This is an optimization exercise on Yosys and OpenROAD, whose aim is small area, not a production implementation. In this exercise RTL edits were held to simulation tests only and were not proved equivalent to the original.

Design BPC_TOP, start of the top module:
module BPC_TOP
(
    input   wire            clk,
    input   wire            rst_n,
    input   wire  [63:0]    data_i,
    input   wire            valid_i,
    input   wire            sop_i,
    input   wire            eop_i,
    output  wire  [63:0]    data_o,
    output  wire  [10:0]    size_o,
    output  wire            d_valid,
    output  wire            s_valid
);
Settings: LEC_CHECK=0, ABC_AREA=1, CAP_MARGIN=20, CELL_PAD_IN_SITES_DETAIL_PLACEMENT=1, CELL_PAD_IN_SITES_GLOBAL_PLACEMENT=2, CORE_MARGIN=2, CORE_UTILIZATION=55, PLACE_DENSITY=0.7, SLEW_MARGIN=20, SYNTH_HIERARCHICAL=1; clock period 14.0 ns.
standard.sh (not shown) runs the stock make flow with config.mk's settings and CLKGATE_MAP_FILE= SYNTH_SCRIPT=/design/flow/synth_recipe.tcl, a recipe that flattens the netlist after the stock synthesis.
==> flow/flow/run.sh <==
#!/bin/bash
# The standard layout, with clock tree synthesis clustering up to 24 sinks within
# 90 um per leaf buffer and without dummy loads (the tree is not padded to balance
# load; hold and setup are still repaired by the standard flow).
set -euo pipefail
export CTS_ARGS="-sink_clustering_enable -repair_clock_nets -sink_clustering_size 24 -sink_clustering_max_diameter 90 -dont_use_dummy_load"
bash standard.sh > standard.log 2>&1
The baseline passed the timing, DRC and antenna checks.
Then changed:
==> flow/flow/run.sh (replaced) <==
#!/bin/bash
# The standard layout, with clock tree synthesis clustering up to 24 sinks within
# 120 um per leaf buffer and without dummy loads (the tree is not padded to balance
# load; hold and setup are still repaired by the standard flow).
set -euo pipefail
export CTS_ARGS="-sink_clustering_enable -repair_clock_nets -sink_clustering_size 24 -sink_clustering_max_diameter 120 -dont_use_dummy_load"
bash standard.sh > standard.log 2>&1
Flip-flop and latch count does not change.
Via count shrinks slightly.
Utilization stays flat.
Synthesized area is unchanged.
First-iteration DRC count shrinks by a few percent.
Die area stays the same.


Another version of the RTL of BPC_TOP (not shown whole).
Size in the first run: roughly 12000 cells after synthesis, ~2100 flip-flops, roughly 150 I/O pins, ~0.10 sq mm of cells after synthesis.
clock: 14.0 ns
lec_check: 0
abc_area: 1
cap_margin: 20
cell_pad_in_sites_detail_placement: 1
cell_pad_in_sites_global_placement: 2
core_margin: 2
core_utilization: 40
slew_margin: 20
==> flow/flow/run.sh <==
#!/bin/bash
# The standard layout, with clock tree synthesis clustering up to 24 sinks within
# 90 um per leaf buffer and without dummy loads (the tree is not padded to balance
# load; hold and setup are still repaired by the standard flow).
set -euo pipefail
export CTS_ARGS="-sink_clustering_enable -repair_clock_nets -sink_clustering_size 24 -sink_clustering_max_diameter 90 -dont_use_dummy_load"
bash standard.sh > standard.log 2>&1
Then changed:
==> flow/run.sh (new file) <==
#!/bin/bash
# synth_recipe.tcl (not shown) runs the flow's synth.tcl, then flattens the netlist and writes it again
# the make line also repeats each setting of config.mk as NAME=value (left out here)
make -C /OpenROAD-flow-scripts/flow DESIGN_CONFIG=/design/flow/config.mk WORK_HOME=/design/flow/orfs CLKGATE_MAP_FILE= SYNTH_SCRIPT=/design/flow/synth_recipe.tcl finish
Settings changed: CTS_CLUSTER_DIAMETER set to 120, CTS_CLUSTER_SIZE set to 20.
removed: flow/flow/run.sh
removed: flow/standard.sh
Outcome: Utilization goes up by 0.26 points. Register-to-register slack gains 120 ps. Worst setup slack improved by 120 ps. First-iteration DRC count went down by a few percent. Via count is about the same. Hold slack is better by 58 ps.
Then changed:
Settings changed: CTS_CLUSTER_DIAMETER 120 to not set, CTS_CLUSTER_SIZE 20 to not set.
After rerunning: Via count is higher by 1.3%; clock-buffer cell count increases by 114; cell area goes up by 3.5%; sequential cell count is unchanged; synthesized area does not change; setup slack is worse by 200 ps; hold slack loses 22 ps; fmax fell by 1.8%; non-clock buffer count goes down by 1.
Then changed:
Settings changed: CTS_CLUSTER_DIAMETER set to 60, CTS_CLUSTER_SIZE set to 20.
What happened: Count of clock-buffer cells in the layout is lower by 70; cell area is lower slightly; synthesized cell count is unchanged; routed wire length is lower slightly; sequential cell count stays the same; global-route usage is lower by 0.33 points.

==> afterwards: timing with drivers on the ports <==
The flow's constraints put no driver on any port. The routed layouts listed below were extracted and timed again, unchanged, in two steps. Step 1, drivers: a clkbuf_16 drives clk and a buf_2 each remaining input, both assumed. Step 2, shift: input delay + t, output delay - t, t = (earliest + latest rising clock arrival at the registers) / 2. This alone moves slack from input paths to output paths. Three values: no drivers, after step 1, after step 2; two values: the first two.
| run | shift t [ns] | slack for setup (ns) | hold slack, ns | clock arrival spread, ns | cell pins on the clock port's net |
|---|---|---|---|---|---|
| the first run of note 1 | 0.886 | 1.549 / 1.549 / 1.549 | 0.433 / 0.433 / 0.433 | 0.130 / 0.131 | 1 |
| the second run of note 1 | 0.897 | 1.800 / 1.800 / 1.800 | 0.441 / 0.441 / 0.441 | 0.127 / 0.127 | 1 |
| the first run of note 2 | 0.900 | 2.883 / 2.883 / 2.883 | 0.364 / 0.364 / 0.364 | 0.154 / 0.154 | 1 |
| the second run of note 2 | 0.905 | 3.000 / 3.000 / 3.000 | 0.422 / 0.422 / 0.422 | 0.158 / 0.158 | 1 |
| the third run of note 2 | 0.980 | 2.796 / 2.796 / 2.796 | 0.399 / 0.399 / 0.399 | 0.119 / 0.118 | 1 |
| the fourth run of note 2 | 0.985 | 2.870 / 2.870 / 2.870 | 0.410 / 0.410 / 0.410 | 0.134 / 0.134 | 1 |
After both steps setup and hold are still met in every run listed.
